Background: an optimization exercise with open tools, aiming at small area and a short achievable clock period. Do not read the settings as production practice. RTL that was checked went through simulation tests only; none was proved equivalent to the original. Function not checked in runs 2 to 4: the RTL went through the layout flow alone.

### design/flow/config.mk
export PLATFORM = sky130hd
export DESIGN_NAME = plastic_neuron
export DESIGN_NICKNAME = plastic_neuron
export VERILOG_FILES = /design/flow/design.v
export SDC_FILE = /design/flow/constraint.sdc
export NUM_CORES = 4
export LEC_CHECK = 0
export CAP_MARGIN = 20
export CORE_MARGIN = 2
export CORE_UTILIZATION = 40
export SETUP_SLACK_MARGIN = 2.5
export SLEW_MARGIN = 20
export SYNTH_HIERARCHICAL = 1
### design/flow/constraint.sdc
create_clock -name core_clock -period 7.0 [get_ports {clk}]
set_input_delay 1.4000 -clock core_clock [delete_from_list [all_inputs] [get_ports {clk}]]
set_output_delay 1.4000 -clock core_clock [all_outputs]
set_load 0.01 [all_outputs]
### design/flow/design.v
module plastic_neuron (
    input wire clk,
    input wire rst,
    input wire [15:0] input_signal,
    input wire [15:0] feedback_error,
    input wire enable_learning,
    output wire [31:0] output_signal
);
  reg [15:0] weight;
  wire learn = enable_learning & (|input_signal) & (|feedback_error);
  always @(posedge clk or posedge rst) begin
    if (rst) weight <= 16'd1000;
    else if (learn) weight <= weight + 16'd10;
  end
  wire pp1;
  wire pp2;
  wire pp3;
  wire pp4;
  wire pp5;
  wire pp6;
  wire pp7;
  wire pp8;
  wire pp9;
  wire pp10;
  wire pp11;
  wire pp12;
  wire pp13;
  wire pp14;
  wire pp15;
  wire pp16;
  wire pp17;
  wire pp18;
  wire pp19;
  wire pp20;
  wire pp21;
  wire pp22;
  wire pp23;
  wire pp24;
  wire pp25;
  wire pp26;
  wire pp27;
  wire pp28;
  wire pp29;
  wire pp30;
  wire pp31;
  wire pp32;
  wire pp33;
  wire pp34;
  wire pp35;
  wire pp36;
  wire pp37;
  wire pp38;
  wire pp39;
  wire pp40;
  wire pp41;
  wire pp42;
  wire pp43;
  wire pp44;
  wire pp45;
  wire pp46;
  wire pp47;
  wire pp48;
  wire pp49;
  wire pp50;
  wire pp51;
  wire pp52;
  wire pp53;
  wire pp54;
  wire pp55;
  wire pp56;
  wire pp57;
  wire pp58;
  wire pp59;
  wire pp60;
  wire pp61;
  wire pp62;
  wire pp63;
  wire pp64;
  wire pp65;
  wire pp66;
  wire pp67;
  wire pp68;
  wire pp69;
  wire pp70;
  wire pp71;
  wire pp72;
  wire pp73;
  wire pp74;
  wire pp75;
  wire pp76;
  wire pp77;
  wire pp78;
  wire pp79;
  wire pp80;
  wire pp81;
  wire pp82;
  wire pp83;
  wire pp84;
  wire pp85;
  wire pp86;
  wire pp87;
  wire pp88;
  wire pp89;
  wire pp90;
  wire pp91;
  wire pp92;
  wire pp93;
  wire pp94;
  wire pp95;
  wire pp96;
  wire pp97;
  wire pp98;
  wire pp99;
  wire pp100;
  wire pp101;
  wire pp102;
  wire pp103;
  wire pp104;
  wire pp105;
  wire pp106;
  wire pp107;
  wire pp108;
  wire pp109;
  wire pp110;
  wire pp111;
  wire pp112;
  wire pp113;
  wire pp114;
  wire pp115;
  wire pp116;
  wire pp117;
  wire pp118;
  wire pp119;
  wire pp120;
  wire pp121;
  wire pp122;
  wire pp123;
  wire pp124;
  wire pp125;
  wire pp126;
  wire pp127;
  wire pp128;
  wire pp129;
  wire pp130;
  wire pp131;
  wire pp132;
  wire pp133;
  wire pp134;
  wire pp135;
  wire pp136;
  wire nb137;
  wire nb138;
  wire nb139;
  wire nb140;
  wire nb141;
  wire nb142;
  wire nb143;
  wire nb144;
  wire s145;
  wire c146;
  wire s147;
  wire c148;
  wire s149;
  wire c150;
  wire s151;
  wire c152;
  wire s153;
  wire c154;
  wire s155;
  wire c156;
  wire s157;
  wire c158;
  wire s159;
  wire c160;
  wire s161;
  wire c162;
  wire s163;
  wire c164;
  wire s165;
  wire c166;
  wire s167;
  wire c168;
  wire s169;
  wire c170;
  wire s171;
  wire c172;
  wire s173;
  wire c174;
  wire s175;
  wire c176;
  wire s177;
  wire c178;
  wire s179;
  wire c180;
  wire s181;
  wire c182;
  wire s183;
  wire c184;
  wire s185;
  wire c186;
  wire s187;
  wire c188;
  wire s189;
  wire c190;
  wire s191;
  wire c192;
  wire s193;
  wire c194;
  wire s195;
  wire c196;
  wire s197;
  wire c198;
  wire s199;
  wire c200;
  wire s201;
  wire c202;
  wire s203;
  wire c204;
  wire s205;
  wire c206;
  wire s207;
  wire c208;
  wire s209;
  wire c210;
  wire s211;
  wire c212;
  wire s213;
  wire c214;
  wire s215;
  wire c216;
  wire s217;
  wire c218;
  wire s219;
  wire c220;
  wire s221;
  wire c222;
  wire s223;
  wire c224;
  wire s225;
  wire c226;
  wire s227;
  wire c228;
  wire s229;
  wire c230;
  wire s231;
  wire c232;
  wire s233;
  wire c234;
  wire s235;
  wire c236;
  wire s237;
  wire c238;
  wire s239;
  wire c240;
  wire s241;
  wire c242;
  wire s243;
  wire c244;
  wire s245;
  wire c246;
  wire s247;
  wire c248;
  wire s249;
  wire c250;
  wire s251;
  wire c252;
  wire s253;
  wire c254;
  wire s255;
  wire c256;
  wire s257;
  wire c258;
  wire s259;
  wire c260;
  wire s261;
  wire c262;
  wire s263;
  wire c264;
  wire s265;
  wire c266;
  wire s267;
  wire c268;
  wire s269;
  wire c270;
  wire s271;
  wire c272;
  wire s273;
  wire c274;
  wire s275;
  wire c276;
  wire s277;
  wire c278;
  wire s279;
  wire c280;
  wire s281;
  wire c282;
  wire s283;
  wire c284;
  wire s285;
  wire c286;
  wire s287;
  wire c288;
  wire s289;
  wire c290;
  wire s291;
  wire c292;
  wire s293;
  wire c294;
  wire s295;
  wire c296;
  wire s297;
  wire c298;
  wire s299;
  wire c300;
  wire s301;
  wire c302;
  wire s303;
  wire c304;
  wire s305;
  wire c306;
  wire s307;
  wire c308;
  wire s309;
  wire c310;
  wire s311;
  wire c312;
  wire s313;
  wire c314;
  wire s315;
  wire c316;
  wire s317;
  wire c318;
  wire s319;
  wire c320;
  wire s321;
  wire c322;
  wire s323;
  wire c324;
  wire s325;
  wire c326;
  wire s327;
  wire c328;
  wire s329;
  wire c330;
  wire s331;
  wire c332;
  wire s333;
  wire c334;
  wire s335;
  wire c336;
  wire s337;
  wire c338;
  wire s339;
  wire c340;
  wire s341;
  wire c342;
  wire s343;
  wire c344;
  wire s345;
  wire c346;
  wire s347;
  wire c348;
  wire s349;
  wire c350;
  wire s351;
  wire c352;
  wire s353;
  wire c354;
  wire s355;
  wire c356;
  wire s357;
  wire c358;
  wire s359;
  wire c360;
  wire s361;
  wire c362;
  wire s363;
  wire c364;
  wire s365;
  wire c366;
  wire s367;
  wire c368;
  wire s369;
  wire c370;
  wire s371;
  wire c372;
  wire s373;
  wire c374;
  wire s375;
  wire c376;
  wire s377;
  wire c378;
  wire s379;
  wire c380;
  wire s381;
  wire c382;
  wire one0 = weight[0] ^ 1'b0;
  wire two0 = (weight[1] & ~weight[0] & ~1'b0) | (~weight[1] & weight[0] & 1'b0);
  wire neg0 = weight[1];
  assign pp1 = ((input_signal[0] & one0) ^ neg0);
  assign pp2 = (((input_signal[1] & one0) | (input_signal[0] & two0)) ^ neg0);
  assign pp3 = (((input_signal[2] & one0) | (input_signal[1] & two0)) ^ neg0);
  assign pp4 = (((input_signal[3] & one0) | (input_signal[2] & two0)) ^ neg0);
  assign pp5 = (((input_signal[4] & one0) | (input_signal[3] & two0)) ^ neg0);
  assign pp6 = (((input_signal[5] & one0) | (input_signal[4] & two0)) ^ neg0);
  assign pp7 = (((input_signal[6] & one0) | (input_signal[5] & two0)) ^ neg0);
  assign pp8 = (((input_signal[7] & one0) | (input_signal[6] & two0)) ^ neg0);
  assign pp9 = (((input_signal[8] & one0) | (input_signal[7] & two0)) ^ neg0);
  assign pp10 = (((input_signal[9] & one0) | (input_signal[8] & two0)) ^ neg0);
  assign pp11 = (((input_signal[10] & one0) | (input_signal[9] & two0)) ^ neg0);
  assign pp12 = (((input_signal[11] & one0) | (input_signal[10] & two0)) ^ neg0);
  assign pp13 = (((input_signal[12] & one0) | (input_signal[11] & two0)) ^ neg0);
  assign pp14 = (((input_signal[13] & one0) | (input_signal[12] & two0)) ^ neg0);
  assign pp15 = (((input_signal[14] & one0) | (input_signal[13] & two0)) ^ neg0);
  assign pp16 = (((input_signal[15] & one0) | (input_signal[14] & two0)) ^ neg0);
  assign pp17 = ~((input_signal[15] & (one0 | two0)) ^ neg0);
  wire one1 = weight[2] ^ weight[1];
  wire two1 = (weight[3] & ~weight[2] & ~weight[1]) | (~weight[3] & weight[2] & weight[1]);
  wire neg1 = weight[3];
  assign pp18 = ((input_signal[0] & one1) ^ neg1);
  assign pp19 = (((input_signal[1] & one1) | (input_signal[0] & two1)) ^ neg1);
  assign pp20 = (((input_signal[2] & one1) | (input_signal[1] & two1)) ^ neg1);
  assign pp21 = (((input_signal[3] & one1) | (input_signal[2] & two1)) ^ neg1);
  assign pp22 = (((input_signal[4] & one1) | (input_signal[3] & two1)) ^ neg1);
  assign pp23 = (((input_signal[5] & one1) | (input_signal[4] & two1)) ^ neg1);
  assign pp24 = (((input_signal[6] & one1) | (input_signal[5] & two1)) ^ neg1);
  assign pp25 = (((input_signal[7] & one1) | (input_signal[6] & two1)) ^ neg1);
  assign pp26 = (((input_signal[8] & one1) | (input_signal[7] & two1)) ^ neg1);
  assign pp27 = (((input_signal[9] & one1) | (input_signal[8] & two1)) ^ neg1);
  assign pp28 = (((input_signal[10] & one1) | (input_signal[9] & two1)) ^ neg1);
  assign pp29 = (((input_signal[11] & one1) | (input_signal[10] & two1)) ^ neg1);
  assign pp30 = (((input_signal[12] & one1) | (input_signal[11] & two1)) ^ neg1);
  assign pp31 = (((input_signal[13] & one1) | (input_signal[12] & two1)) ^ neg1);
  assign pp32 = (((input_signal[14] & one1) | (input_signal[13] & two1)) ^ neg1);
  assign pp33 = (((input_signal[15] & one1) | (input_signal[14] & two1)) ^ neg1);
  assign pp34 = ~((input_signal[15] & (one1 | two1)) ^ neg1);
  wire one2 = weight[4] ^ weight[3];
  wire two2 = (weight[5] & ~weight[4] & ~weight[3]) | (~weight[5] & weight[4] & weight[3]);
  wire neg2 = weight[5];
  assign pp35 = ((input_signal[0] & one2) ^ neg2);
  assign pp36 = (((input_signal[1] & one2) | (input_signal[0] & two2)) ^ neg2);
  assign pp37 = (((input_signal[2] & one2) | (input_signal[1] & two2)) ^ neg2);
  assign pp38 = (((input_signal[3] & one2) | (input_signal[2] & two2)) ^ neg2);
  assign pp39 = (((input_signal[4] & one2) | (input_signal[3] & two2)) ^ neg2);
  assign pp40 = (((input_signal[5] & one2) | (input_signal[4] & two2)) ^ neg2);
  assign pp41 = (((input_signal[6] & one2) | (input_signal[5] & two2)) ^ neg2);
  assign pp42 = (((input_signal[7] & one2) | (input_signal[6] & two2)) ^ neg2);
  assign pp43 = (((input_signal[8] & one2) | (input_signal[7] & two2)) ^ neg2);
  assign pp44 = (((input_signal[9] & one2) | (input_signal[8] & two2)) ^ neg2);
  assign pp45 = (((input_signal[10] & one2) | (input_signal[9] & two2)) ^ neg2);
  assign pp46 = (((input_signal[11] & one2) | (input_signal[10] & two2)) ^ neg2);
  assign pp47 = (((input_signal[12] & one2) | (input_signal[11] & two2)) ^ neg2);
  assign pp48 = (((input_signal[13] & one2) | (input_signal[12] & two2)) ^ neg2);
  assign pp49 = (((input_signal[14] & one2) | (input_signal[13] & two2)) ^ neg2);
  assign pp50 = (((input_signal[15] & one2) | (input_signal[14] & two2)) ^ neg2);
  assign pp51 = ~((input_signal[15] & (one2 | two2)) ^ neg2);
  wire one3 = weight[6] ^ weight[5];
  wire two3 = (weight[7] & ~weight[6] & ~weight[5]) | (~weight[7] & weight[6] & weight[5]);
  wire neg3 = weight[7];
  assign pp52 = ((input_signal[0] & one3) ^ neg3);
  assign pp53 = (((input_signal[1] & one3) | (input_signal[0] & two3)) ^ neg3);
  assign pp54 = (((input_signal[2] & one3) | (input_signal[1] & two3)) ^ neg3);
  assign pp55 = (((input_signal[3] & one3) | (input_signal[2] & two3)) ^ neg3);
  assign pp56 = (((input_signal[4] & one3) | (input_signal[3] & two3)) ^ neg3);
  assign pp57 = (((input_signal[5] & one3) | (input_signal[4] & two3)) ^ neg3);
  assign pp58 = (((input_signal[6] & one3) | (input_signal[5] & two3)) ^ neg3);
  assign pp59 = (((input_signal[7] & one3) | (input_signal[6] & two3)) ^ neg3);
  assign pp60 = (((input_signal[8] & one3) | (input_signal[7] & two3)) ^ neg3);
  assign pp61 = (((input_signal[9] & one3) | (input_signal[8] & two3)) ^ neg3);
  assign pp62 = (((input_signal[10] & one3) | (input_signal[9] & two3)) ^ neg3);
  assign pp63 = (((input_signal[11] & one3) | (input_signal[10] & two3)) ^ neg3);
  assign pp64 = (((input_signal[12] & one3) | (input_signal[11] & two3)) ^ neg3);
  assign pp65 = (((input_signal[13] & one3) | (input_signal[12] & two3)) ^ neg3);
  assign pp66 = (((input_signal[14] & one3) | (input_signal[13] & two3)) ^ neg3);
  assign pp67 = (((input_signal[15] & one3) | (input_signal[14] & two3)) ^ neg3);
  assign pp68 = ~((input_signal[15] & (one3 | two3)) ^ neg3);
  wire one4 = weight[8] ^ weight[7];
  wire two4 = (weight[9] & ~weight[8] & ~weight[7]) | (~weight[9] & weight[8] & weight[7]);
  wire neg4 = weight[9];
  assign pp69 = ((input_signal[0] & one4) ^ neg4);
  assign pp70 = (((input_signal[1] & one4) | (input_signal[0] & two4)) ^ neg4);
  assign pp71 = (((input_signal[2] & one4) | (input_signal[1] & two4)) ^ neg4);
  assign pp72 = (((input_signal[3] & one4) | (input_signal[2] & two4)) ^ neg4);
  assign pp73 = (((input_signal[4] & one4) | (input_signal[3] & two4)) ^ neg4);
  assign pp74 = (((input_signal[5] & one4) | (input_signal[4] & two4)) ^ neg4);
  assign pp75 = (((input_signal[6] & one4) | (input_signal[5] & two4)) ^ neg4);
  assign pp76 = (((input_signal[7] & one4) | (input_signal[6] & two4)) ^ neg4);
  assign pp77 = (((input_signal[8] & one4) | (input_signal[7] & two4)) ^ neg4);
  assign pp78 = (((input_signal[9] & one4) | (input_signal[8] & two4)) ^ neg4);
  assign pp79 = (((input_signal[10] & one4) | (input_signal[9] & two4)) ^ neg4);
  assign pp80 = (((input_signal[11] & one4) | (input_signal[10] & two4)) ^ neg4);
  assign pp81 = (((input_signal[12] & one4) | (input_signal[11] & two4)) ^ neg4);
  assign pp82 = (((input_signal[13] & one4) | (input_signal[12] & two4)) ^ neg4);
  assign pp83 = (((input_signal[14] & one4) | (input_signal[13] & two4)) ^ neg4);
  assign pp84 = (((input_signal[15] & one4) | (input_signal[14] & two4)) ^ neg4);
  assign pp85 = ~((input_signal[15] & (one4 | two4)) ^ neg4);
  wire one5 = weight[10] ^ weight[9];
  wire two5 = (weight[11] & ~weight[10] & ~weight[9]) | (~weight[11] & weight[10] & weight[9]);
  wire neg5 = weight[11];
  assign pp86 = ((input_signal[0] & one5) ^ neg5);
  assign pp87 = (((input_signal[1] & one5) | (input_signal[0] & two5)) ^ neg5);
  assign pp88 = (((input_signal[2] & one5) | (input_signal[1] & two5)) ^ neg5);
  assign pp89 = (((input_signal[3] & one5) | (input_signal[2] & two5)) ^ neg5);
  assign pp90 = (((input_signal[4] & one5) | (input_signal[3] & two5)) ^ neg5);
  assign pp91 = (((input_signal[5] & one5) | (input_signal[4] & two5)) ^ neg5);
  assign pp92 = (((input_signal[6] & one5) | (input_signal[5] & two5)) ^ neg5);
  assign pp93 = (((input_signal[7] & one5) | (input_signal[6] & two5)) ^ neg5);
  assign pp94 = (((input_signal[8] & one5) | (input_signal[7] & two5)) ^ neg5);
  assign pp95 = (((input_signal[9] & one5) | (input_signal[8] & two5)) ^ neg5);
  assign pp96 = (((input_signal[10] & one5) | (input_signal[9] & two5)) ^ neg5);
  assign pp97 = (((input_signal[11] & one5) | (input_signal[10] & two5)) ^ neg5);
  assign pp98 = (((input_signal[12] & one5) | (input_signal[11] & two5)) ^ neg5);
  assign pp99 = (((input_signal[13] & one5) | (input_signal[12] & two5)) ^ neg5);
  assign pp100 = (((input_signal[14] & one5) | (input_signal[13] & two5)) ^ neg5);
  assign pp101 = (((input_signal[15] & one5) | (input_signal[14] & two5)) ^ neg5);
  assign pp102 = ~((input_signal[15] & (one5 | two5)) ^ neg5);
  wire one6 = weight[12] ^ weight[11];
  wire two6 = (weight[13] & ~weight[12] & ~weight[11]) | (~weight[13] & weight[12] & weight[11]);
  wire neg6 = weight[13];
  assign pp103 = ((input_signal[0] & one6) ^ neg6);
  assign pp104 = (((input_signal[1] & one6) | (input_signal[0] & two6)) ^ neg6);
  assign pp105 = (((input_signal[2] & one6) | (input_signal[1] & two6)) ^ neg6);
  assign pp106 = (((input_signal[3] & one6) | (input_signal[2] & two6)) ^ neg6);
  assign pp107 = (((input_signal[4] & one6) | (input_signal[3] & two6)) ^ neg6);
  assign pp108 = (((input_signal[5] & one6) | (input_signal[4] & two6)) ^ neg6);
  assign pp109 = (((input_signal[6] & one6) | (input_signal[5] & two6)) ^ neg6);
  assign pp110 = (((input_signal[7] & one6) | (input_signal[6] & two6)) ^ neg6);
  assign pp111 = (((input_signal[8] & one6) | (input_signal[7] & two6)) ^ neg6);
  assign pp112 = (((input_signal[9] & one6) | (input_signal[8] & two6)) ^ neg6);
  assign pp113 = (((input_signal[10] & one6) | (input_signal[9] & two6)) ^ neg6);
  assign pp114 = (((input_signal[11] & one6) | (input_signal[10] & two6)) ^ neg6);
  assign pp115 = (((input_signal[12] & one6) | (input_signal[11] & two6)) ^ neg6);
  assign pp116 = (((input_signal[13] & one6) | (input_signal[12] & two6)) ^ neg6);
  assign pp117 = (((input_signal[14] & one6) | (input_signal[13] & two6)) ^ neg6);
  assign pp118 = (((input_signal[15] & one6) | (input_signal[14] & two6)) ^ neg6);
  assign pp119 = ~((input_signal[15] & (one6 | two6)) ^ neg6);
  wire one7 = weight[14] ^ weight[13];
  wire two7 = (weight[15] & ~weight[14] & ~weight[13]) | (~weight[15] & weight[14] & weight[13]);
  wire neg7 = weight[15];
  assign pp120 = ((input_signal[0] & one7) ^ neg7);
  assign pp121 = (((input_signal[1] & one7) | (input_signal[0] & two7)) ^ neg7);
  assign pp122 = (((input_signal[2] & one7) | (input_signal[1] & two7)) ^ neg7);
  assign pp123 = (((input_signal[3] & one7) | (input_signal[2] & two7)) ^ neg7);
  assign pp124 = (((input_signal[4] & one7) | (input_signal[3] & two7)) ^ neg7);
  assign pp125 = (((input_signal[5] & one7) | (input_signal[4] & two7)) ^ neg7);
  assign pp126 = (((input_signal[6] & one7) | (input_signal[5] & two7)) ^ neg7);
  assign pp127 = (((input_signal[7] & one7) | (input_signal[6] & two7)) ^ neg7);
  assign pp128 = (((input_signal[8] & one7) | (input_signal[7] & two7)) ^ neg7);
  assign pp129 = (((input_signal[9] & one7) | (input_signal[8] & two7)) ^ neg7);
  assign pp130 = (((input_signal[10] & one7) | (input_signal[9] & two7)) ^ neg7);
  assign pp131 = (((input_signal[11] & one7) | (input_signal[10] & two7)) ^ neg7);
  assign pp132 = (((input_signal[12] & one7) | (input_signal[11] & two7)) ^ neg7);
  assign pp133 = (((input_signal[13] & one7) | (input_signal[12] & two7)) ^ neg7);
  assign pp134 = (((input_signal[14] & one7) | (input_signal[13] & two7)) ^ neg7);
  assign pp135 = (((input_signal[15] & one7) | (input_signal[14] & two7)) ^ neg7);
  assign pp136 = ~((input_signal[15] & (one7 | two7)) ^ neg7);
  assign nb137 = ~pp17;
  assign nb138 = ~pp33;
  assign nb139 = ~pp50;
  assign nb140 = ~pp67;
  assign nb141 = ~pp84;
  assign nb142 = ~pp101;
  assign nb143 = ~pp118;
  assign nb144 = ~pp135;
  pn_ha u_s145 (.a(neg5), .b(pp11), .s(s145), .co(c146));
  pn_ha u_s147 (.a(pp12), .b(pp27), .s(s147), .co(c148));
  pn_fa u_s149 (.a(neg6), .b(pp13), .c(pp28), .s(s149), .co(c150));
  pn_ha u_s151 (.a(pp43), .b(pp58), .s(s151), .co(c152));
  pn_fa u_s153 (.a(pp14), .b(pp29), .c(pp44), .s(s153), .co(c154));
  pn_ha u_s155 (.a(pp59), .b(pp74), .s(s155), .co(c156));
  pn_fa u_s157 (.a(neg7), .b(pp15), .c(pp30), .s(s157), .co(c158));
  pn_fa u_s159 (.a(pp45), .b(pp60), .c(pp75), .s(s159), .co(c160));
  pn_ha u_s161 (.a(pp90), .b(pp105), .s(s161), .co(c162));
  pn_fa u_s163 (.a(pp16), .b(pp31), .c(pp46), .s(s163), .co(c164));
  pn_fa u_s165 (.a(pp61), .b(pp76), .c(pp91), .s(s165), .co(c166));
  pn_ha u_s167 (.a(pp106), .b(pp121), .s(s167), .co(c168));
  pn_fa u_s169 (.a(pp32), .b(pp47), .c(pp62), .s(s169), .co(c170));
  pn_fa u_s171 (.a(pp77), .b(pp92), .c(pp107), .s(s171), .co(c172));
  pn_ha u_s173 (.a(pp122), .b(nb137), .s(s173), .co(c174));
  pn_fa u_s175 (.a(pp48), .b(pp63), .c(pp78), .s(s175), .co(c176));
  pn_fa u_s177 (.a(pp93), .b(pp108), .c(pp123), .s(s177), .co(c178));
  pn_ha u_s179 (.a(pp17), .b(nb138), .s(s179), .co(c180));
  pn_fa u_s181 (.a(pp34), .b(pp49), .c(pp64), .s(s181), .co(c182));
  pn_fa u_s183 (.a(pp79), .b(pp94), .c(pp109), .s(s183), .co(c184));
  pn_ha u_s185 (.a(pp124), .b(pp33), .s(s185), .co(c186));
  pn_fa u_s187 (.a(pp65), .b(pp80), .c(pp95), .s(s187), .co(c188));
  pn_ha u_s189 (.a(pp110), .b(pp125), .s(s189), .co(c190));
  pn_fa u_s191 (.a(pp51), .b(pp66), .c(pp81), .s(s191), .co(c192));
  pn_ha u_s193 (.a(pp96), .b(pp111), .s(s193), .co(c194));
  pn_ha u_s195 (.a(pp82), .b(pp97), .s(s195), .co(c196));
  pn_ha u_s197 (.a(pp68), .b(pp83), .s(s197), .co(c198));
  pn_ha u_s199 (.a(neg3), .b(pp7), .s(s199), .co(c200));
  pn_ha u_s201 (.a(pp8), .b(pp23), .s(s201), .co(c202));
  pn_fa u_s203 (.a(neg4), .b(pp9), .c(pp24), .s(s203), .co(c204));
  pn_ha u_s205 (.a(pp39), .b(pp54), .s(s205), .co(c206));
  pn_fa u_s207 (.a(pp10), .b(pp25), .c(pp40), .s(s207), .co(c208));
  pn_ha u_s209 (.a(pp55), .b(pp70), .s(s209), .co(c210));
  pn_fa u_s211 (.a(pp26), .b(pp41), .c(pp56), .s(s211), .co(c212));
  pn_fa u_s213 (.a(pp71), .b(pp86), .c(s145), .s(s213), .co(c214));
  pn_fa u_s215 (.a(pp42), .b(pp57), .c(pp72), .s(s215), .co(c216));
  pn_fa u_s217 (.a(pp87), .b(c146), .c(s147), .s(s217), .co(c218));
  pn_fa u_s219 (.a(pp73), .b(pp88), .c(pp103), .s(s219), .co(c220));
  pn_fa u_s221 (.a(c148), .b(s151), .c(s149), .s(s221), .co(c222));
  pn_fa u_s223 (.a(pp89), .b(pp104), .c(c152), .s(s223), .co(c224));
  pn_fa u_s225 (.a(s155), .b(c150), .c(s153), .s(s225), .co(c226));
  pn_fa u_s227 (.a(pp120), .b(c156), .c(s161), .s(s227), .co(c228));
  pn_fa u_s229 (.a(c154), .b(s157), .c(s159), .s(s229), .co(c230));
  pn_fa u_s231 (.a(c162), .b(s167), .c(c158), .s(s231), .co(c232));
  pn_fa u_s233 (.a(c160), .b(s163), .c(s165), .s(s233), .co(c234));
  pn_fa u_s235 (.a(c168), .b(c164), .c(c166), .s(s235), .co(c236));
  pn_fa u_s237 (.a(s173), .b(s169), .c(s171), .s(s237), .co(c238));
  pn_fa u_s239 (.a(c174), .b(c170), .c(c172), .s(s239), .co(c240));
  pn_fa u_s241 (.a(s179), .b(s175), .c(s177), .s(s241), .co(c242));
  pn_fa u_s243 (.a(c180), .b(s185), .c(c176), .s(s243), .co(c244));
  pn_fa u_s245 (.a(c178), .b(s181), .c(s183), .s(s245), .co(c246));
  pn_fa u_s247 (.a(nb139), .b(c186), .c(s189), .s(s247), .co(c248));
  pn_fa u_s249 (.a(c182), .b(c184), .c(s187), .s(s249), .co(c250));
  pn_fa u_s251 (.a(pp126), .b(pp50), .c(c190), .s(s251), .co(c252));
  pn_fa u_s253 (.a(s193), .b(c188), .c(s191), .s(s253), .co(c254));
  pn_fa u_s255 (.a(pp112), .b(pp127), .c(nb140), .s(s255), .co(c256));
  pn_fa u_s257 (.a(c194), .b(s195), .c(c192), .s(s257), .co(c258));
  pn_fa u_s259 (.a(pp98), .b(pp113), .c(pp128), .s(s259), .co(c260));
  pn_fa u_s261 (.a(pp67), .b(c196), .c(s197), .s(s261), .co(c262));
  pn_fa u_s263 (.a(pp99), .b(pp114), .c(pp129), .s(s263), .co(c264));
  pn_ha u_s265 (.a(nb141), .b(c198), .s(s265), .co(c266));
  pn_fa u_s267 (.a(pp85), .b(pp100), .c(pp115), .s(s267), .co(c268));
  pn_ha u_s269 (.a(pp130), .b(pp84), .s(s269), .co(c270));
  pn_ha u_s271 (.a(pp116), .b(pp131), .s(s271), .co(c272));
  pn_ha u_s273 (.a(pp102), .b(pp117), .s(s273), .co(c274));
  pn_ha u_s275 (.a(neg2), .b(pp5), .s(s275), .co(c276));
  pn_ha u_s277 (.a(pp6), .b(pp21), .s(s277), .co(c278));
  pn_fa u_s279 (.a(pp22), .b(pp37), .c(pp52), .s(s279), .co(c280));
  pn_fa u_s281 (.a(pp38), .b(pp53), .c(c200), .s(s281), .co(c282));
  pn_fa u_s283 (.a(pp69), .b(c202), .c(s205), .s(s283), .co(c284));
  pn_fa u_s285 (.a(c206), .b(s209), .c(c204), .s(s285), .co(c286));
  pn_fa u_s287 (.a(c210), .b(c208), .c(s211), .s(s287), .co(c288));
  pn_fa u_s289 (.a(c212), .b(s215), .c(c214), .s(s289), .co(c290));
  pn_fa u_s291 (.a(c216), .b(s219), .c(c218), .s(s291), .co(c292));
  pn_fa u_s293 (.a(c220), .b(s223), .c(c222), .s(s293), .co(c294));
  pn_fa u_s295 (.a(c224), .b(s227), .c(c226), .s(s295), .co(c296));
  pn_fa u_s297 (.a(c228), .b(c230), .c(s231), .s(s297), .co(c298));
  pn_fa u_s299 (.a(c232), .b(c234), .c(s235), .s(s299), .co(c300));
  pn_fa u_s301 (.a(c236), .b(c238), .c(s239), .s(s301), .co(c302));
  pn_fa u_s303 (.a(c240), .b(c242), .c(s243), .s(s303), .co(c304));
  pn_fa u_s305 (.a(c244), .b(s247), .c(c246), .s(s305), .co(c306));
  pn_fa u_s307 (.a(s251), .b(c248), .c(c250), .s(s307), .co(c308));
  pn_fa u_s309 (.a(s255), .b(c252), .c(c254), .s(s309), .co(c310));
  pn_fa u_s311 (.a(c256), .b(s259), .c(c258), .s(s311), .co(c312));
  pn_fa u_s313 (.a(c260), .b(s263), .c(s265), .s(s313), .co(c314));
  pn_fa u_s315 (.a(s269), .b(c264), .c(s267), .s(s315), .co(c316));
  pn_fa u_s317 (.a(nb142), .b(c270), .c(s271), .s(s317), .co(c318));
  pn_fa u_s319 (.a(pp132), .b(pp101), .c(c272), .s(s319), .co(c320));
  pn_ha u_s321 (.a(pp133), .b(nb143), .s(s321), .co(c322));
  pn_ha u_s323 (.a(pp119), .b(pp134), .s(s323), .co(c324));
  pn_ha u_s325 (.a(neg1), .b(pp3), .s(s325), .co(c326));
  pn_ha u_s327 (.a(pp4), .b(pp19), .s(s327), .co(c328));
  pn_fa u_s329 (.a(pp20), .b(pp35), .c(s275), .s(s329), .co(c330));
  pn_fa u_s331 (.a(pp36), .b(c276), .c(s277), .s(s331), .co(c332));
  pn_fa u_s333 (.a(c278), .b(s199), .c(s279), .s(s333), .co(c334));
  pn_fa u_s335 (.a(s201), .b(c280), .c(s281), .s(s335), .co(c336));
  pn_fa u_s337 (.a(s203), .b(c282), .c(s283), .s(s337), .co(c338));
  pn_fa u_s339 (.a(s207), .b(c284), .c(s285), .s(s339), .co(c340));
  pn_fa u_s341 (.a(c286), .b(s213), .c(s287), .s(s341), .co(c342));
  pn_fa u_s343 (.a(s217), .b(c288), .c(s289), .s(s343), .co(c344));
  pn_fa u_s345 (.a(s221), .b(c290), .c(s291), .s(s345), .co(c346));
  pn_fa u_s347 (.a(s225), .b(c292), .c(s293), .s(s347), .co(c348));
  pn_fa u_s349 (.a(s229), .b(c294), .c(s295), .s(s349), .co(c350));
  pn_fa u_s351 (.a(s233), .b(c296), .c(s297), .s(s351), .co(c352));
  pn_fa u_s353 (.a(s237), .b(c298), .c(s299), .s(s353), .co(c354));
  pn_fa u_s355 (.a(s241), .b(c300), .c(s301), .s(s355), .co(c356));
  pn_fa u_s357 (.a(s245), .b(c302), .c(s303), .s(s357), .co(c358));
  pn_fa u_s359 (.a(s249), .b(c304), .c(s305), .s(s359), .co(c360));
  pn_fa u_s361 (.a(s253), .b(c306), .c(s307), .s(s361), .co(c362));
  pn_fa u_s363 (.a(s257), .b(c308), .c(s309), .s(s363), .co(c364));
  pn_fa u_s365 (.a(s261), .b(s311), .c(c310), .s(s365), .co(c366));
  pn_fa u_s367 (.a(c262), .b(s313), .c(c312), .s(s367), .co(c368));
  pn_fa u_s369 (.a(c266), .b(s315), .c(c314), .s(s369), .co(c370));
  pn_fa u_s371 (.a(c268), .b(s317), .c(c316), .s(s371), .co(c372));
  pn_fa u_s373 (.a(s273), .b(s319), .c(c318), .s(s373), .co(c374));
  pn_fa u_s375 (.a(c274), .b(s321), .c(c320), .s(s375), .co(c376));
  pn_fa u_s377 (.a(pp118), .b(c322), .c(s323), .s(s377), .co(c378));
  pn_ha u_s379 (.a(nb144), .b(c324), .s(s379), .co(c380));
  pn_ha u_s381 (.a(pp136), .b(pp135), .s(s381), .co(c382));
  wire [31:0] pa = {c382, c380, c378, c376, c374, c372, c370, c368, c366, c364, c362, c360, c358, c356, c354, c352, c350, c348, c346, c344, c342, c340, c338, c336, c334, c332, c330, c328, c326, s325, pp2, neg0};
  wire [31:0] pb = {1'b1, s381, s379, s377, s375, s373, s371, s369, s367, s365, s363, s361, s359, s357, s355, s353, s351, s349, s347, s345, s343, s341, s339, s337, s335, s333, s331, s329, s327, pp18, 1'b0, pp1};
  wire [6:0] lo_d = pa[5:0] + pb[5:0];
  reg [6:0] lo_q;
  reg [25:0] ha_q, hb_q;
  always @(posedge clk or posedge rst) begin
    if (rst) begin
      ha_q <= 26'd0; hb_q <= 26'd0;
      lo_q <= 7'd0;
    end else begin
      ha_q <= pa[31:6];
      hb_q <= pb[31:6];
      lo_q <= lo_d;
    end
  end
  assign output_signal = {ha_q + hb_q + {25'd0, lo_q[6]}, lo_q[5:0]};
endmodule
module pn_fa (input wire a, input wire b, input wire c, output wire s, output wire co);
  assign s = a ^ b ^ c;
  assign co = (a & b) | (a & c) | (b & c);
endmodule
module pn_ha (input wire a, input wire b, output wire s, output wire co);
  assign s = a ^ b;
  assign co = a & b;
endmodule
### design/flow/run.sh
#!/bin/bash
# synth_recipe.tcl (not shown) runs the flow's synth.tcl, then flattens the netlist and writes it again
# the make line also repeats each setting of config.mk as NAME=value (left out here)
make -C /OpenROAD-flow-scripts/flow DESIGN_CONFIG=/design/flow/config.mk WORK_HOME=/design/flow/orfs CLKGATE_MAP_FILE= SYNTH_SCRIPT=/design/flow/synth_recipe.tcl finish
==> results of run 1 <==
-- per-module statistics from Yosys, one instance, submodules excluded --
module,area (µm²),cells
pn_ha,12.5,1
plastic_neuron,6180,693
pn_fa,20.0,1
-- state kept, by name (all words and copies together) (netlist names) --
register and cells:
hb_q 26, weight 15, lo_q 6, ha_q 26
-- Yosys cell counts (2+ instances only) --
library cell / instances
xnor2_1: 133
a22oi_1: 98
fa_1: 92
dfrtp_1: 67
ha_1: 65
clkbuf_1: 43
nand2_1: 35
a21oi_1: 26
xor2_1: 26
nor2_1: 25
inv_1: 23
nor2b_1: 16
clkbuf_2: 14
o21ai_0: 12
buf_2: 11
a21o_1: 10
o21ai_1: 9
nand2b_1: 8
nor4_1: 8
o21a_1: 8
a22o_1: 7
nand4_1: 7
buf_1: 6
buf_4: 6
dfstp_2: 6
nand3_1: 5
o211ai_1: 5
nor3_1: 4
a31oi_1: 3
o2111ai_1: 3
a41oi_1: 2
and2_1: 2
and3_1: 2
clkinv_1: 2
conb_1: 2
nor3_2: 2
-- per-stage QoR --
step | hold slack, ns | std cells | instance area, µm² | worst slack [ns] | util, %
floorplan | 0.493 | 812 | 8350 | 2.89 | -
global placement | 0.528 | 1077 | 9060 | 2.17 | 44.5
detailed placement | 0.536 | 1077 | 9060 | 2.17 | 44.5
CTS | 0.544 | 1096 | 9430 | 2.34 | 46.3
global route | 0.572 | 1099 | 9500 | 2.41 | 46.7
finish | 0.531 | 1099 | 9500 | 2.61 | 46.7
-- cells by family after synthesis --
family                   after synthesis  share of synthesized area [%]
multiplexers                           2                          0.255
other                                  2                         0.0900
buffers and inverters                105                           5.37
XOR/XNOR                             159                           16.7
AO/OA/AOI/OAI                        194                           16.5
AND/OR/NAND/NOR                      120                           7.33
adder cells (fa/ha/maj)              157                           31.8
flip-flops                            73                           22.0
-- routing by layer --
layer | wire length (µm) | part of all wire (%) | track usage [%] | vias up
met3 | 1290 | 6.5 | 3.80 | 13
li1 | - | - | - | 2811
met2 | 9170 | 46 | 29.9 | 213
met4 | 199 | 0.99 | 5.14 | 0
met1 | 9360 | 47 | 27.2 | 2976
met5 | 0 | 0 | 0 | -
-- area by class of cell --
type | instances | area (µm²)
sequential | 73 | 1840
clock inverter | 7 | 92.6
tap | 270 | 338
multi-input combinational | 634 | 6120
clock buffer | 9 | 225
fill | 1923 | 10900
timing repair buffer | 80 | 785
antenna | 1 | 2.50
inverter | 25 | 95.1
-- worst max-delay path by stage --
stage / from / endpoint / slack, ns / cells past startpoint
2_1_floorplan: input_signal[13] / hb_q[12] / 2.89 / 8
3_5_place_dp: input_signal[12] / hb_q[11] / 2.17 / 7
3_3_place_gp: input_signal[13] / hb_q[12] / 2.17 / 7
6_report: lo_q[6] / output_signal[30] / 2.61 / 13
4_1_cts: lo_q[6] / output_signal[31] / 2.34 / 10
5_1_grt: lo_q[6] / output_signal[30] / 2.41 / 13
-- worst max-delay path: stages (launching register included) --
cell and delay (ns):
dfrtp_1 0.32, inv_1 0.05, fa_2 0.42, fa_2 0.38
nor2b_2 0.15, o2111ai_1 0.14, nand2_2 0.14, a31oi_4 0.15
o21ai_4 0.18, buf_4 0.14, buf_4 0.09, a41oi_1 0.13
xnor2_1 0.18, clkbuf_2 0.15
-- repair_timing --
item | 4_1_cts | 5_1_grt
buffers inserted | 3 | 2
pin swaps | 3 | 7
resized for setup | 16 | 24
setup endpoints to repair | 30 | 21
==> results.txt, run 1 <==
Skew-Pair Late Insertion Delay: 0.34 ns
RSZ-0062 raised after global routing: true
Largest net degree at the start of global routing: 74
Boundary Pins: 67
Final setup vio count: 0
Cells after synthesis: 812
Async set-reset flop share out of synthesis: 100%
Clk slew on worst S/H paths: 0.06 ns
Post-Syn Area: 0.00835 mm²
Worst Path Arrival: 2.99 ns
Startpoint types: flop
CP Capture Type: output port
Register area share after synthesis: 22.0%
TritonCTS Buffers: 9
Final Cycle Share: 62.7%
Status: timing/DRC/antenna clean
Cell taking the most area after synthesis: fa_1
Starting Density: 41.0%
Hold path start: weight[14]
Least-Margin Pin Slew: 0.904 ns
GPL Wtd Cong: 0.851
Clk root buf: clkbuf_16
Clock sink total: 73
Layout cell share with drive strength beyond 1: 7.49%
R2r endpoint: hb_q[15]
F_max: 228 MHz
Residual DRC: 0
Average size of a mapped cell: 10.3 µm²
Commonest non-fill, non-tap cell in the layout: xnor2_1
Synth warn: 7
Grt ovf: 0
Antenna Nets Post-Route: 0
Port Buf Inserts: 65
NumNets Final: 1015
Hold Path Cell Cnt: 1
Clock tree buffer depth: 2
Post-CTS Hold Buffers: 0
Reg2reg start: weight[3]
Die Span Y: 148 µm
Wirelength per Cell: 18.2 µm
Pins Over Slew Limit: 0
Most frequent cells in the layout: 133 x xnor2_1, 98 x a22oi_1, 90 x fa_1, 66 x dfrtp_1, 64 x ha_1
DP HPWL: 14500 µm
Core box area: 0.0204 mm²
MaxCap Viol Count: 0
CTS tree: yes
Register-to-register setup slack: 2.72 ns
Final WL: 20000 µm
Distinct cells, synth: 55
Reg2reg path depth: 9
Syn nets: 1004
H-tree levels: 3
Synthesis-to-layout area growth: 13.8%
DR pass1 iterations: 5
Core Rows: 52
Die area: 0.0220 mm²
Final Hold Viols: 0
Yosys reg bits: 73
Largest cells by area after synthesis: fa_1 22%, dfrtp_1 20%, xnor2_1 14%
Vias per inst: 5.47
WP data required: 5.60 ns
Antenna violations before repair: 1
Worst min path class: reg2reg
Main synth FF type: dfrtp_1
DR iter-0 viols: 524
Tot GR Track Use: 19.1%
Worst Hold End: weight[14]
Via count: 6013
Worst Path Max Fanout: 4
Clock Skew: 0.00901 ns
First-pass GRT wire length: 33300 µm
Max_slew headroom: 39.7%
Die W: 148 µm
WS Path Type: reg2out
Share of the synthesized area in the top cell type: 22.1%
Vias in the first global route: 6301
Post-synth EDFFs: 0
Fin Setup TNS: 0 ns
Tmin final: 4.39 ns
==> run 2, diff against run 1 <==
--- a/design/flow/design.v
+++ b/design/flow/design.v
@@ -698,3 +698,4 @@
   end
-  assign output_signal = {ha_q + hb_q + {25'd0, lo_q[6]}, lo_q[5:0]};
+  wire [26:0] hi_sum = {ha_q, lo_q[6]} + {hb_q, lo_q[6]};
+  assign output_signal = {hi_sum[26:1], lo_q[5:0]};
 endmodule
--- a/design/flow/config.mk
+++ b/design/flow/config.mk
@@ -10,3 +10,3 @@
 export CORE_UTILIZATION = 40
-export SETUP_SLACK_MARGIN = 2.5
+export SETUP_SLACK_MARGIN = 3.0
 export SLEW_MARGIN = 20
==> run 2 against run 1 <==
Effect of this change:
- still clean
- synthesized cell count increased by 2.3%
- global-route usage increased by 0.91 points
- wire length increased by 7.5%
- worst setup slack improved by 0.31 ns
- die area increased by 0.73%
- critical path type unchanged
- largest cell class unchanged
==> results.txt, run 2 <==
Status: timing/DRC/antenna clean
Clk slew on worst S/H paths: 0.07 ns
Worst Path Max Fanout: 3
Clk root buf: clkbuf_16
Xor/xnor cell area share of the yosys netlist: 16.2%
Largest net degree at the start of global routing: 74
Synth Area in Compound Gates: 16.6%
DR iter-0 viols: 344
Post-Synth Simple-Gate Area: 8.49%
Skew-Pair Late Insertion Delay: 0.35 ns
Main synth FF type: dfrtp_1
Tot GR Track Use: 20.0%
Post-synth EDFFs: 0
Least-Margin Pin Slew: 0.894 ns
Fillers: 1942
Post-synthesis adder-cell area fraction: 31.5%
WP data required: 5.60 ns
Async set-reset flop share out of synthesis: 100%
Critical Path, Cell by Cell: ha_4 > a21oi_4 > nand2b_1 > o21a_1 > a21o_1 > buf_4 > a2111oi_4 > o21ai_1 > xor2_1 > clkbuf_2
NumNets Final: 1054
Die Span Y: 149 µm
CP Capture Type: output port
Die W: 149 µm
GPL Wtd Cong: 0.875
Min Hold Slack: 0.517 ns
Clock Skew: 0.0127 ns
Commonest cells in the netlist: 131 x xnor2_1, 98 x a22oi_1, 91 x fa_1, 67 x dfrtp_1, 66 x ha_1
Synthesis-to-layout area growth: 18.1%
Final Cycle Share: 58.3%
Final WL: 21500 µm
Layout cell share with drive strength beyond 1: 16.5%
DR pass1 iterations: 5
Startpoint types: flop
Cell taking the most area after synthesis: fa_1
Grt ovf: 0
Die area: 0.0222 mm²
Core box area: 0.0208 mm²
Largest regs: ha_q (26), hb_q (26), weight (15)
TritonCTS Buffers: 9
Synth warn: 7
Post-synthesis mux area share: 0.119%
WS Path Type: reg2out
MaxCap Viol Count: 0
Dpl ws: 2.16 ns
Area of the multi-input gates: 0.00647 mm²
CP peak stage delay: 0.40 ns
Core Rows: 53
Syn nets: 1023
Vias per inst: 5.60
Max_slew headroom: 40.4%
Most frequent cells in the layout: 130 x xnor2_1, 97 x a22oi_1, 89 x fa_1, 67 x dfrtp_1, 46 x ha_1
Port Buf Inserts: 65
Worst Path Arrival: 2.68 ns
DP HPWL: 15000 µm
Largest cells by area after synthesis: fa_1 22%, dfrtp_1 20%, xnor2_1 14%
First-pass GRT wire length: 34900 µm
Largest family of logic cells by synthesized area: adder cells
Diodes inserted: 0
Slowest-stage cell, CP: dfrtp_1
Worst min path class: reg2reg
Vias in the first global route: 6500
Commonest non-fill, non-tap cell in the layout: xnor2_1
Fin Setup TNS: 0 ns
Final Hold Viols: 0
CTS tree: yes
Storage element area: 0.00185 mm²
Cells after synthesis: 831
Share of the synthesized area in the top cell type: 21.7%
Boundary Pins: 67
Final setup vio count: 0
Top-count cell post-synth: xnor2_1
Clock sink total: 73
Antenna violations before repair: 0
Average size of a mapped cell: 10.1 µm²
Antenna Nets Post-Route: 0
Tmin final: 4.08 ns
RSZ-0062 raised after global routing: true
Starting Density: 40.4%
Residual DRC: 0
Yosys reg bits: 73
Distinct cells, synth: 55
F_max: 245 MHz
Register area share after synthesis: 21.8%
Via count: 6395
Post-route setup slack: 2.92 ns
Clock tree buffer depth: 2
Pins Over Slew Limit: 0
H-tree levels: 3
Post-Syn Area: 0.00841 mm²
Wirelength per Cell: 18.9 µm
[run 2: cell types whose count changed in the layout (fill, tap and decap cells not counted), moves of 6 or more]
| cell | previous run | this run |
|---|---|---|
| ha_1 | 64 | 46 |
| dlymetal6s2s_1 | 15 | 2 |
| a21o_1 | 10 | 1 |
| a21oi_1 | 26 | 19 |
| o21ai_1 | 9 | 15 |
| ha_4 | 0 | 9 |
| buf_2 | 0 | 9 |
| clkdlybuf4s50_1 | 43 | 30 |
| clkdlybuf4s15_2 | 0 | 11 |
| a21oi_4 | 0 | 6 |
| ha_2 | 1 | 11 |
| buf_4 | 15 | 29 |
[run 2: per-module statistics from Yosys (local to each module, per instance)]
module / area (µm²) / copies in the design / flip-flops and latches
plastic_neuron: 6250 / 1 / 73
pn_fa: 20.0 / 90 / 0
pn_ha: 12.5 / 29 / 0
[run 2: final cells by class]
cell class,instances,share of cell area [%]
clock buffer,9,2.27
clock inverter,6,0.932
inverter,24,0.995
multi-input combinational,656,65.1
sequential,73,18.6
tap,275,3.46
timing repair buffer,98,8.62
[run 2: final timing paths]
kind,from,endpoint,slack [ns],cells past startpoint
setup / recovery,ha_q[3],output_signal[29],2.92,10
hold reg to reg,weight[8],weight[8],0.52,1
max in group asynchronous,rst,ha_q[20],4.78,3
min in group asynchronous,rst,ha_q[4],1.65,3
setup reg to reg,weight[3],hb_q[15],3.13,9
hold / removal,weight[8],weight[8],0.52,1
[run 2: critical path: cells and delay by family, from the launching register on]
| kind | cells | cell delay (ns) |
|---|---|---|
| buffers and inverters | 2 | 0.31 |
| xor gates and xnor gates | 1 | 0.15 |
| AOI/OAI and AO/OA | 5 | 1.10 |
| and+or+nand+nor | 1 | 0.10 |
| DFF | 1 | 0.40 |
| adders and majority gates | 1 | 0.27 |
[run 2: layer usage]
metal	track usage [%]	vias to the layer above	wire length (µm)
met5	0	-	0
met4	6.95	0	545
met3	3.09	44	1460
met2	32.7	250	10100
met1	27.2	3170	9390
li1	-	2931	-
[run 2: cell families after synthesis]
| family | count (synthesis) |
|---|---|
| XOR/XNOR | 156 |
| adder cells (fa/ha/maj) | 157 |
| flip-flops | 73 |
| AO/OA/AOI/OAI | 198 |
| multiplexers | 1 |
| other | 2 |
| AND/OR/NAND/NOR | 142 |
| buffers and inverters | 102 |
[run 2: metrics by stage]
step	std cells	util, %	instance area (µm²)
finish	1141	47.7	9930
global route	1141	47.7	9930
CTS	1134	47.4	9870
detailed placement	1105	44.0	9160
global placement	1105	44.0	9160
floorplan	831	-	8460
[run 2: timing repair]
| item | in CTS | in global routing |
|---|---|---|
| hold buffers | 0 | 0 |
| endpoints found under the setup margin | 49 | 30 |
| setup buffers | 14 | 7 |
| pin swaps | 27 | 19 |
| gates resized for setup | 138 | 38 |
| gates cloned | 0 | 0 |
==> run 3, diff against run 2 <==
--- a/design/flow/config.mk
+++ b/design/flow/config.mk
@@ -10,2 +10,3 @@
 export CORE_UTILIZATION = 40
+export CTS_BUF_LIST = sky130_fd_sc_hd__clkbuf_4 sky130_fd_sc_hd__clkbuf_8
 export SETUP_SLACK_MARGIN = 3.0
==> run 3 against run 2 <==
Effect of this change:
- cell area decreased by 0.31%
- sequential share of layout area increased by 0.059 points
- die area unchanged
- global-route usage increased by 0.14 points
- still clean on timing, DRC and antenna
- utilization decreased by 0.15 points
- largest cell class unchanged
- clock skew increased by 0.0027 ns
==> results.txt, run 3 <==
Starting Density: 40.4%
Register area share after synthesis: 21.8%
Yosys reg bits: 73
WL met1: 9550 µm
Top sig layer: met4
Clock tree buffer depth: 2
Post-Syn Area: 0.00841 mm²
Most frequent cells in the layout: 130 x xnor2_1, 97 x a22oi_1, 89 x fa_1, 67 x dfrtp_1, 46 x ha_1
Clk root buf: clkbuf_8
Max_slew headroom: 40.2%
CP bufs+invs: 5
Largest net degree at the start of global routing: 74
Largest regs: ha_q (26), hb_q (26), weight (15)
Core Rows: 53
Residual DRC: 0
Startpoint types: flop
Area of the multi-input gates: 0.00650 mm²
Skew-Pair Late Insertion Delay: 0.37 ns
Diodes inserted: 0
Cell family with most CP delay: simple AND/OR/NAND/NOR gates
CP Capture Type: output port
Share of the synthesized area in the top cell type: 21.7%
Main synth FF type: dfrtp_1
WS Path Type: reg2out
Cells after synthesis: 831
Storage element area: 0.00185 mm²
Finished Core Util: 47.5%
Core box area: 0.0208 mm²
Met3 WL: 1400 µm
RSZ-0062 raised after global routing: true
Pins Over Slew Limit: 0
Worst min path class: reg2reg
DP HPWL: 15000 µm
First-pass GRT wire length: 35200 µm
Final Hold Viols: 0
Via count: 6376
Distinct cells, synth: 55
Cell taking the most area after synthesis: fa_1
Syn nets: 1023
Die W: 149 µm
Final WL: 21600 µm
Boundary Pins: 67
Status: timing/DRC/antenna clean
Cell mode on critical path: buf_6
F_max: 242 MHz
Clock Skew: 0.0154 ns
Final Cycle Share: 59.1%
DR pass1 iterations: 5
Clk slew on worst S/H paths: 0.09 ns
Die Span Y: 149 µm
Antenna Nets Post-Route: 0
Top-count cell post-synth: xnor2_1
Commonest cells in the netlist: 131 x xnor2_1, 98 x a22oi_1, 91 x fa_1, 67 x dfrtp_1, 66 x ha_1
TritonCTS Buffers: 9
Critical Path, Cell by Cell: inv_2 > fa_2 > nand2b_4 > a21oi_4 > buf_6 > o211ai_1 > nand2_2 > buf_6 > buf_6 > nor4_4 > nor3_2 > xor2_1 > buf_2
Antenna violations before repair: 0
Synth warn: 7
Final setup vio count: 0
Least-Margin Pin Slew: 0.897 ns
Tot GR Track Use: 20.2%
Commonest non-fill, non-tap cell in the layout: xnor2_1
Grt ovf: 0
Synthesis-to-layout area growth: 17.7%
WP data required: 5.60 ns
Wire length on met2: 10100 µm
Vias per inst: 5.57
Wirelength per Cell: 18.8 µm
Tmin final: 4.13 ns
H-tree levels: 3
Worst Path Arrival: 2.73 ns
CP peak stage delay: 0.42 ns
Port Buf Inserts: 65
DR iter-0 viols: 361
Worst Path Max Fanout: 3
NumNets Final: 1057
Die area: 0.0222 mm²
GPL Wtd Cong: 0.875
Post-Layout Cell Count: 1144
Fillers: 1958
Async set-reset flop share out of synthesis: 100%
CTS tree: yes
Placed Cells: 1105
Post-synth EDFFs: 0
Average size of a mapped cell: 10.1 µm²
Vias in the first global route: 6548
MaxCap Viol Count: 0
Clock sink total: 73
Slowest-stage cell, CP: fa_2
Layout cell share with drive strength beyond 1: 17.5%
Fin Setup TNS: 0 ns
Largest cells by area after synthesis: fa_1 22%, dfrtp_1 20%, xnor2_1 14%
[run 3: cell counts after synthesis]
Identical to the previous run, type by type.
[run 3: worst reg2reg max path, stage by stage, from the launching register on]
cell     delay [ns]
dfrtp_1        0.82
ha_2           0.57
a22oi_1        0.26
xnor2_1        0.16
fa_1           0.50
fa_1           0.45
fa_1           0.53
fa_1           0.42
[run 3: what timing repair did]
action,in CTS,in global routing
resized for setup,152,35
gates cloned,0,0
endpoints found under the setup margin,50,29
hold buffers,0,0
setup buffers,17,7
pin swaps,34,19
[run 3: cell families after synthesis]
| family | after synthesis | share of synthesized area (%) |
|---|---|---|
| AO/OA/AOI/OAI | 198 | 16.6 |
| adder cells (fa/ha/maj) | 157 | 31.5 |
| XOR/XNOR | 156 | 16.2 |
| AND/OR/NAND/NOR | 142 | 8.49 |
| buffers and inverters | 102 | 5.13 |
| flip-flops | 73 | 21.8 |
| other | 2 | 0.0893 |
| multiplexers | 1 | 0.119 |
[run 3: layer usage]
metal	vias to the layer above	global-route usage, %
li1	2932	-
met4	0	6.43
met5	-	0
met1	3154	27.6
met3	39	2.97
met2	251	33.1
[run 3: layout make-up]
class | instances | share of cell area (%)
Multi-Input combinational cell | 656 | 65.7
Sequential cell | 73 | 18.7
Timing Repair Buffer | 101 | 9.00
Tap cell | 275 | 3.48
Clock buffer | 9 | 1.25
Inverter | 24 | 0.998
Clock inverter | 6 | 0.935
[run 3: per-module statistics from Yosys, one instance, submodules excluded]
module	cells	cell area (µm²)
plastic_neuron	712	6250
pn_fa	1	20.0
pn_ha	1	12.5
[run 3: through the flow]
step	setup slack (ns)	instance area [µm²]	hold slack [ns]
5_1_grt	2.72	9900	0.541
6_report	2.87	9900	0.521
3_5_place_dp	2.16	9160	0.503
3_3_place_gp	2.17	9160	0.503
4_1_cts	2.86	9800	0.522
2_1_floorplan	3.00	8460	0.489
[run 3: path summary, 6_finish.rpt]
check / from / end / slack, ns / cells after the start
worst min-delay path: weight[8] / weight[8] / 0.52 / 1
min in group asynchronous: rst / ha_q[4] / 1.62 / 3
worst min register to register: weight[8] / weight[8] / 0.52 / 1
worst max-delay path: ha_q[0] / output_signal[25] / 2.87 / 13
worst max register to register: weight[1] / hb_q[9] / 3.16 / 7
max in group asynchronous: rst / ha_q[20] / 4.80 / 3
==> run 4, diff against run 3 <==
--- a/design/flow/config.mk
+++ b/design/flow/config.mk
@@ -9,4 +9,3 @@
 export CORE_MARGIN = 2
-export CORE_UTILIZATION = 40
-export CTS_BUF_LIST = sky130_fd_sc_hd__clkbuf_4 sky130_fd_sc_hd__clkbuf_8
+export CORE_UTILIZATION = 65
 export SETUP_SLACK_MARGIN = 3.0
==> run 4 against run 3 <==
Effect of this change:
- critical path depth down 3
- via count is 8.9% higher
- critical endpoint unchanged
- fmax shrank 1.7%
- sequential share of layout area hardly changed
- global-route usage rose by 14 points
- wire length is 13% higher
- clock-buffer cell count is 1 higher
==> results.txt, run 4 <==
Status: timing/DRC/antenna clean
Reg2reg start: weight[5]
Antenna Nets Post-Route: 0
Dpl ws: 2.13 ns
Cell taking the most area after synthesis: fa_1
Worst Hold End: weight[8]
DR iter-0 viols: 706
Diodes inserted: 0
Synth warn: 7
Fin Setup TNS: 0 ns
Largest cells by area after synthesis: fa_1 22%, dfrtp_1 20%, xnor2_1 14%
Average size of a mapped cell: 10.1 µm²
Hold path start: weight[8]
Worst path depth: 10
Final Hold Viols: 0
Layout cell share with drive strength beyond 1: 17.5%
WP data required: 5.60 ns
Share of the synthesized area in the top cell type: 21.7%
Post-Syn Area: 0.00841 mm²
CP Capture Type: output port
Clock Skew: 0.0106 ns
Max_slew headroom: 37.8%
Clock tree buffer depth: 2
Die W: 118 µm
Post-route setup slack: 2.79 ns
WS Path Type: reg2out
Register-to-register setup slack: 3.11 ns
Clk root buf: clkbuf_16
H-tree levels: 3
Post-CTS Hold Buffers: 0
First-pass GRT wire length: 37700 µm
Tot GR Track Use: 34.6%
Largest net degree at the start of global routing: 74
Async set-reset flop share out of synthesis: 100%
Hold Path Cell Cnt: 1
Clk slew on worst S/H paths: 0.06 ns
R2r endpoint: hb_q[15]
Synthesis-to-layout area growth: 17.8%
Register area share after synthesis: 21.8%
Cell family with most CP delay: simple AND/OR/NAND/NOR gates
Grt met1 use: 47.0%
Top-count cell post-synth: xnor2_1
Met2 Resource Use GR: 56.1%
Boundary Pins: 67
F_max: 238 MHz
Worst Path Arrival: 2.81 ns
Largest regs: ha_q (26), hb_q (26), weight (15)
Grt ovf: 0
Post-route cell area: 0.00991 mm²
CP peak stage delay: 0.41 ns
Yosys reg bits: 73
CTS tree: yes
Placed instance area: 0.00902 mm²
Post-synth EDFFs: 0
Starting Density: 66.6%
Die area: 0.0139 mm²
Clock sink total: 73
Core Rows: 41
DP HPWL: 15200 µm
Tmin final: 4.21 ns
Main synth FF type: dfrtp_1
Port Buf Inserts: 65
Antenna violations before repair: 0
Skew-Pair Late Insertion Delay: 0.34 ns
Commonest cells in the netlist: 131 x xnor2_1, 98 x a22oi_1, 91 x fa_1, 67 x dfrtp_1, 66 x ha_1
Syn nets: 1023
Slowest-stage cell, CP: dfrtp_1
Pins Over Slew Limit: 0
TritonCTS Buffers: 9
NumNets Final: 1057
Residual DRC: 0
Worst Path Max Fanout: 7
Vias in the first global route: 7039
Final WL: 24500 µm
Most Used Layer, Global Route: met2
Cells after synthesis: 831
Die Span Y: 118 µm
RSZ-0062 raised after global routing: true
Distinct cells, synth: 55
Least-Margin Pin Slew: 0.933 ns
Critical Path, Cell by Cell: ha_4 > nand4_1 > nor3_2 > o211ai_1 > nand2_1 > buf_4 > nor4_2 > nor3_1 > xor2_1 > clkdlybuf4s15_2
Core box area: 0.0126 mm²
CP bufs+invs: 2
Final Cycle Share: 60.1%
Vias per inst: 6.66
MaxCap Viol Count: 0
Reg2reg path depth: 7
GPL Wtd Cong: 0.930
Worst min path class: reg2reg
DR pass1 iterations: 5
Wirelength per Cell: 23.5 µm
Startpoint types: flop
Via count: 6944
Commonest non-fill, non-tap cell in the layout: xnor2_1
Most frequent cells in the layout: 129 x xnor2_1, 96 x a22oi_1, 90 x fa_1, 65 x dfrtp_1, 44 x ha_1
Met3 usage: 5.67%
Final setup vio count: 0
[run 4: cell counts after synthesis]
No cell type changed its count.
[run 4: cells by family after synthesis]
logic type	Yosys count	share of synthesized area, %
AOI/OAI and AO/OA	198	16.6
adders and majority gates	157	31.5
xor gates and xnor gates	156	16.2
and+or+nand+nor	142	8.49
buffers and inverters	102	5.13
DFF	73	21.8
other	2	0.0893
muxes	1	0.119
[run 4: final cells by class]
class | instances | area [µm²]
Clock buffer | 10 | 229
Clock inverter | 6 | 67.6
Fill cell | 848 | 2710
Inverter | 24 | 93.8
Multi-Input combinational cell | 656 | 6580
Sequential cell | 73 | 1850
Tap cell | 172 | 215
Timing Repair Buffer | 101 | 878
[run 4: what timing repair did]
item / 4_1_cts / 5_1_grt
resized for setup: 135 / 57
setup buffers: 19 / 7
setup endpoints to repair: 49 / 36
pin swaps: 29 / 19
[run 4: per-module statistics from Yosys (local to each module, per instance)]
module / flip-flops and latches / cell area, µm² / times used / cells inside
plastic_neuron: 73 / 6250 / 1 / 712
pn_fa: 0 / 20.0 / 90 / 1
pn_ha: 0 / 12.5 / 29 / 1
[run 4: per-stage QoR]
stage,util (%),instances,hold WS (ns)
2_1_floorplan,-,831,0.489
3_3_place_gp,71.4,1000,0.501
3_5_place_dp,71.5,1000,0.512
4_1_cts,77.5,1035,0.523
5_1_grt,78.5,1042,0.536
6_report,78.5,1042,0.521
[run 4: layer usage]
metal / up-vias / share of wire (%)
met1: 3491 / 41
met4: 0 / 3.3
met5: - / 0
met3: 76 / 7.4
met2: 448 / 48
li1: 2929 / -
[run 4: how the worst max path moves through the flow]
| stage | from | end | slack, ns |
|---|---|---|---|
| floorplan | input_signal[4] | hb_q[12] | 3.00 |
| global placement | input_signal[11] | hb_q[10] | 2.13 |
| detailed placement | input_signal[11] | hb_q[10] | 2.13 |
| CTS | input_signal[2] | hb_q[12] | 2.94 |
| global route | ha_q[7] | output_signal[25] | 2.74 |
| finish | ha_q[7] | output_signal[25] | 2.79 |
[run 4: worst reg2reg max path, delay by kind of cell (launching register included)]
| family | cells | cell delay, ns |
|---|---|---|
| AO/OA/AOI/OAI | 1 | 0.27 |
| XOR/XNOR | 1 | 0.19 |
| adder cells (fa/ha/maj) | 5 | 2.39 |
| flip-flops | 1 | 0.89 |

## re-timing with driven ports
In the flow no input, the clock included, has a driving cell. The finished layouts below were timed again as built, in two steps. Step 1: set_driving_cell puts a clkbuf_16 on clk and a buf_2 on each other input, an assumption about the parent block. Step 2 moves the port delays by t, midway between the first and last clock arrival at a register: inputs arrive t later, outputs are due t later. That takes back most of the time a late clock gives input paths. a / b / c = no drivers / after step 1 / after step 2; a / b = the first two.
| run | t (ns) | setup WS [ns] | worst setup path at the end | clock arrival spread, ns |
|---|---|---|---|---|
| run 1 | 0.375 | 2.609 / 2.569 / 2.267 | input to register | 0.009 / 0.010 |
| run 2 | 0.385 | 2.917 / 2.875 / 2.701 | input to register | 0.013 / 0.013 |
| run 3 | 0.400 | 2.865 / 2.829 / 2.698 | input to register | 0.016 / 0.016 |
| run 4 | 0.381 | 2.794 / 2.752 / 2.688 | input to register | 0.011 / 0.011 |
After both steps setup and hold are still met in every run listed. For run 1, which loses most, drivers alone change the setup slack by -0.040 ns; drivers and shift together by -0.342 ns.
